From an optimization exercise on the open Yosys and OpenROAD flow, aimed at small area; shortcuts taken in it are not production practice. At most, simulation tests tie the RTL to the original design; equivalence was not proved. Power figures rest on the tool's default switching activity, not on a simulated workload.

==> flow/design.v (excerpt) <==
module seg_led_top(
    input sys_clk,
    input sys_rst_n,
    input [3:0] keys,
    output [3:0] leds,
    output [5:0] seg_sel,
    output [7:0] seg_led
);
==> flow/config.mk <==
export PLATFORM = sky130hd
export DESIGN_NAME = seg_led_top
export DESIGN_NICKNAME = seg_led_top
export VERILOG_FILES = /design/flow/design.v
export SDC_FILE = /design/flow/constraint.sdc
export NUM_CORES = 4
export LEC_CHECK = 0
export CAP_MARGIN = 20
export CORE_MARGIN = 2
export CORE_UTILIZATION = 60
export CTS_BUF_LIST = sky130_fd_sc_hd__clkbuf_16
export CTS_CLUSTER_DIAMETER = 100
export CTS_CLUSTER_SIZE = 24
export SLEW_MARGIN = 20
==> flow/constraint.sdc <==
create_clock -name core_clock -period 20.0 [get_ports {sys_clk}]
set_input_delay 4.0000 -clock core_clock [delete_from_list [all_inputs] [get_ports {sys_clk}]]
set_output_delay 4.0000 -clock core_clock [all_outputs]
set_load 0.01 [all_outputs]
run.sh (not shown) runs the stock make flow with config.mk's settings and CLKGATE_MAP_FILE= SYNTH_SCRIPT=/design/flow/synth_recipe.tcl, a recipe that flattens the netlist after the stock synthesis.
Next try:
- CORE_UTILIZATION: 60 -> 40
What happened:
- clock skew went up by 0.018 ns
- global-route usage went down by 8.3 points
- cell count rises by 10%


seg_led_top, a different RTL version from the one above (not shown whole).
Size: ~1200 cells after synthesis, about 240 flip-flops, about 12000 µm² of cells after synthesis.
make LEC_CHECK=0 CAP_MARGIN=20 CORE_MARGIN=2 CORE_UTILIZATION=40 CTS_BUF_LIST=sky130_fd_sc_hd__clkbuf_16 CTS_CLUSTER_DIAMETER=110 CTS_CLUSTER_SIZE=30 SLEW_MARGIN=20 finish   # period 20.0 ns
==> next run, changes <==
Settings changed: CTS_CLUSTER_DIAMETER 110 to 100, CTS_CLUSTER_SIZE 30 to 24.
What happened: Clock power goes up by 9.7%. Design area is higher by 0.43%. Register-to-register slack is worse by 0.04 ns. Worst hold slack stays flat. Die area does not change.
==> next run, changes <==
Settings changed: GPL_ROUTABILITY_DRIVEN from default to 0, GPL_TIMING_DRIVEN from default to 0.
Result:
- The changed run finished with timing, DRC and antenna clean
- final cell count climbs by 3.4%
- via count came out higher by about 2.7%
- maximum frequency went down by about 9%
- flip-flop and latch count does not change
- core utilization went up by 0.66 points
- hold slack barely changes
- power rose by about 1.1%
- die area is unchanged
- register-to-register slack is worse by 0.77 ns
- routed wire length came out higher by about 8%


Another version of the RTL of seg_led_top (not shown whole).
Size in the first run: ~240 flip-flops.
clock: 20.0 ns
lec_check: 0
cap_margin: 20
core_margin: 2
core_utilization: 30
cts_buf_list: sky130_fd_sc_hd__clkbuf_16
cts_cluster_diameter: 110
cts_cluster_size: 30
slew_margin: 20
The baseline went through all stages and came out clean.
Change:
--- a/flow/config.mk
+++ b/flow/config.mk
@@ -10 +10 @@
-export CORE_UTILIZATION = 30
+export CORE_UTILIZATION = 40
Result:
- clock-buffer cell count is unchanged
- fmax drops by 1.3%
- utilization climbs by 11 points
- setup slack degrades by 0.15 ns
- final area drops by 1.3%
- die area drops by 25%
- total power hardly moves
- cell count drops by 7.8%
- global-route usage climbs by 3.8 points
Change:
--- a/flow/config.mk
+++ b/flow/config.mk
@@ -10 +10 @@
-export CORE_UTILIZATION = 40
+export CORE_UTILIZATION = 55
=> The new run went through all stages and came out clean; die area fell by about 27%; sequential share of layout area rose by 0.55 points; via count rose by about 0.3%; fmax fell by about 3%.


## build 17
Another version of the RTL of seg_led_top (not shown whole).
Size in the first run: ~1,400 cells after synthesis, roughly 240 flip-flops, roughly 24 I/O pins, ~13,000 µm² of cells after synthesis.
Settings: LEC_CHECK=0, CAP_MARGIN=20, CORE_MARGIN=2, CORE_UTILIZATION=40, CTS_BUF_LIST=sky130_fd_sc_hd__clkbuf_16, CTS_CLUSTER_DIAMETER=90, CTS_CLUSTER_SIZE=20, SLEW_MARGIN=20; clock period 20.0 ns.
Modified inputs, build 77 compared to build 17
- CTS_BUF_LIST: sky130_fd_sc_hd__clkbuf_16 -> sky130_fd_sc_hd__clkbuf_4
- CTS_CLUSTER_DIAMETER: 90 -> unset
- CTS_CLUSTER_SIZE: 20 -> unset
==> comparison <==
Cmp build 77 and build 17 / hold slack / higher: build 77. Power deteriorates in build 77 relative to build 17. The lower fmax of build 77 and build 17 is in build 17. The final reports for build 77 and build 17 show proportion of power drawn by combinational gates lower in the former. Diff build 17 -> build 77 | headroom to the max-slew limit | decrease of 0.65 points. When the final numbers for build 77 and build 17 were put side by side, the final worst slack turned out to be smaller in build 17. Looking only at global-route usage over all layers, and setting everything else aside, the higher value of build 77 and build 17 goes to build 77. Compared with build 17, build 77 shows a first-pass GRT wire length that is about 2.3% higher.
### build 77 -> build 61
- CTS_CLUSTER_SIZE now 40, previously not set
- CTS_BUF_LIST now sky130_fd_sc_hd__clkbuf_2 sky130_fd_sc_hd__clkbuf_4 sky130_fd_sc_hd__clkbuf_8, was sky130_fd_sc_hd__clkbuf_4
--- outcome ---
For final routed wirelength across all metal layers, build 77 and build 61 come out practically identical.
[compare] base=build 77 new=build 61: fmax shrank by 0.68%, total power density per cell area picked up an extra about 0.5%.
No functional check of the RTL was part of any run of this note.


JK:
seg_led_top again, from the RTL that the note above started with.
## seg_led_top
module seg_led_top(
    input sys_clk,
    input sys_rst_n,
    input [3:0] keys,
    output [3:0] leds,
    output [5:0] seg_sel,
    output [7:0] seg_led
);
make LEC_CHECK=0 CAP_MARGIN=20 CORE_MARGIN=2 CORE_UTILIZATION=40 CTS_BUF_LIST='sky130_fd_sc_hd__clkbuf_8 sky130_fd_sc_hd__clkbuf_16' CTS_CLUSTER_DIAMETER=70 CTS_CLUSTER_SIZE=16 SLEW_MARGIN=20 finish   # period 20.0 ns
JK reached the final stage; the timing, DRC and antenna checks on its layout passed.
Here is what was changed in the inputs of MS compared with JK.
# JK
export LEC_CHECK = 0
export CAP_MARGIN = 20
export CORE_MARGIN = 2
export CORE_UTILIZATION = 40
export CTS_BUF_LIST = sky130_fd_sc_hd__clkbuf_8 sky130_fd_sc_hd__clkbuf_16
export CTS_CLUSTER_DIAMETER = 70
export CTS_CLUSTER_SIZE = 16
export SLEW_MARGIN = 20
create_clock -name core_clock -period 20.0 [get_ports {sys_clk}]
# MS
export LEC_CHECK = 0
export CAP_MARGIN = 20
export CORE_MARGIN = 2
export CORE_UTILIZATION = 40
export CTS_BUF_LIST = sky130_fd_sc_hd__clkbuf_16
export CTS_CLUSTER_DIAMETER = 100
export CTS_CLUSTER_SIZE = 24
export SLEW_MARGIN = 20
create_clock -name core_clock -period 20.0 [get_ports {sys_clk}]
Findings:
- [MS vs JK] relative area change from synthesis to final layout: lower in MS
- JK -> MS: global-route total usage across every layer flat
- Comparing MS and JK, the higher insertion delay to the later sink of the worst-skew pair is on JK.
- Cell count of the worst reg-to-reg path: JK vs MS identical
- | met2 track demand over resource | JK vs MS | ≈ equal |
- Diff JK -> MS: pin slew with the least headroom to its limit has decreased; buffer depth of the longest clock path has remained practically unchanged; fraction of area in registers has increased; instance count of the mapped netlist has remained practically unchanged; first-pass GRT wire length has decreased.
- Maximum frequency: JK vs MS, no meaningful difference
Function was not checked in any run of this note: the RTL went through the layout flow alone.


Another version of the RTL of seg_led_top (not shown whole).
Size: about 1400 cells after synthesis, roughly 240 flip-flops, about 24 I/O pins, about 13000 um^2 of cells after synthesis.
Settings: LEC_CHECK=0, CAP_MARGIN=0, CORE_MARGIN=2, CORE_UTILIZATION=40, CTS_BUF_LIST=sky130_fd_sc_hd__clkbuf_16, CTS_CLUSTER_DIAMETER=100, CTS_CLUSTER_SIZE=24, SLEW_MARGIN=0; clock period 20.0 ns.
==> next run, changes <==
CAP_MARGIN = 20   (was 0)
SLEW_MARGIN = 20   (was 0)
After rerunning: The changed run passed the timing, DRC and antenna checks; power is unchanged; core utilization stays the same; sequential cell count does not change; sequential share of layout area does not change; via count stays the same.


Another version of the RTL of seg_led_top (not shown whole).
For scale: roughly 1200 cells after synthesis, roughly 240 flip-flops, roughly 24 I/O pins.
clock: 20.0 ns
lec_check: 0
cap_margin: 20
core_margin: 2
core_utilization: 40
cts_buf_list: sky130_fd_sc_hd__clkbuf_16
cts_cluster_diameter: 100
cts_cluster_size: 24
slew_margin: 20
The baseline went through all stages and came out clean.
Change:
CTS_CLUSTER_DIAMETER = 110   (was 100)
CTS_CLUSTER_SIZE = 30   (was 24)
Effect:
- cell count goes down by 0.31%
- total power goes down by 2.0%
- core utilization goes down by 0.22 points
- wire length goes down by 0.49%
- register-to-register slack degrades by 60 ps

==> static timing again, ports no longer ideal <==
No port has a modelled driver above. Below, the same layouts with a new extraction and two added sets of constraints.
Step 1: set_driving_cell puts a clkbuf_16 on sys_clk and a buf_2 on each other input, an assumption about the parent block.
Step 2 adds t to the input delays and takes it off the output delays; t is the mean of the earliest and latest rising clock arrival at the registers after step 1. Input paths then give back, and output paths get back, about the clock's delay inside the block.
Slacks: ideal / step 1 / step 2; pairs: ideal / step 1.
run | shift t [ns] | setup slack, ns | worst register clock-pin slew, ns
the first run of note 1 | 0.530 | 11.108 / 11.108 / 11.108 | 0.10 / 0.10
the second run of note 1 | 0.544 | 11.267 / 11.267 / 11.267 | 0.10 / 0.10
the first run of note 2 | 0.514 | 12.261 / 12.261 / 12.261 | 0.12 / 0.12
the second run of note 2 | 0.513 | 12.220 / 12.220 / 12.220 | 0.11 / 0.11
the third run of note 2 | 0.532 | 11.453 / 11.453 / 11.453 | 0.11 / 0.11
the first run of note 3 | 0.532 | 8.781 / 8.781 / 8.781 | 0.11 / 0.11
the second run of note 3 | 0.520 | 8.635 / 8.635 / 8.635 | 0.12 / 0.12
the third run of note 3 | 0.520 | 8.284 / 8.284 / 8.284 | 0.12 / 0.12
build 17 | 0.553 | 11.389 / 11.389 / 11.389 | 0.09 / 0.09
build 77 | 0.731 | 11.417 / 11.417 / 11.417 | 0.07 / 0.07
build 61 | 0.626 | 11.358 / 11.358 / 11.358 | 0.06 / 0.06
JK | 0.560 | 11.404 / 11.404 / 11.404 | 0.08 / 0.08
MS | 0.545 | 11.404 / 11.404 / 11.404 | 0.10 / 0.10
the first run of note 6 | 0.526 | 10.879 / 10.879 / 10.879 | 0.11 / 0.11
the second run of note 6 | 0.526 | 10.879 / 10.879 / 10.879 | 0.11 / 0.11
the first run of note 7 | 0.531 | 9.168 / 9.168 / 9.168 | 0.10 / 0.10
the second run of note 7 | 0.525 | 9.111 / 9.111 / 9.111 | 0.12 / 0.12
After both steps every run listed still meets setup and hold.
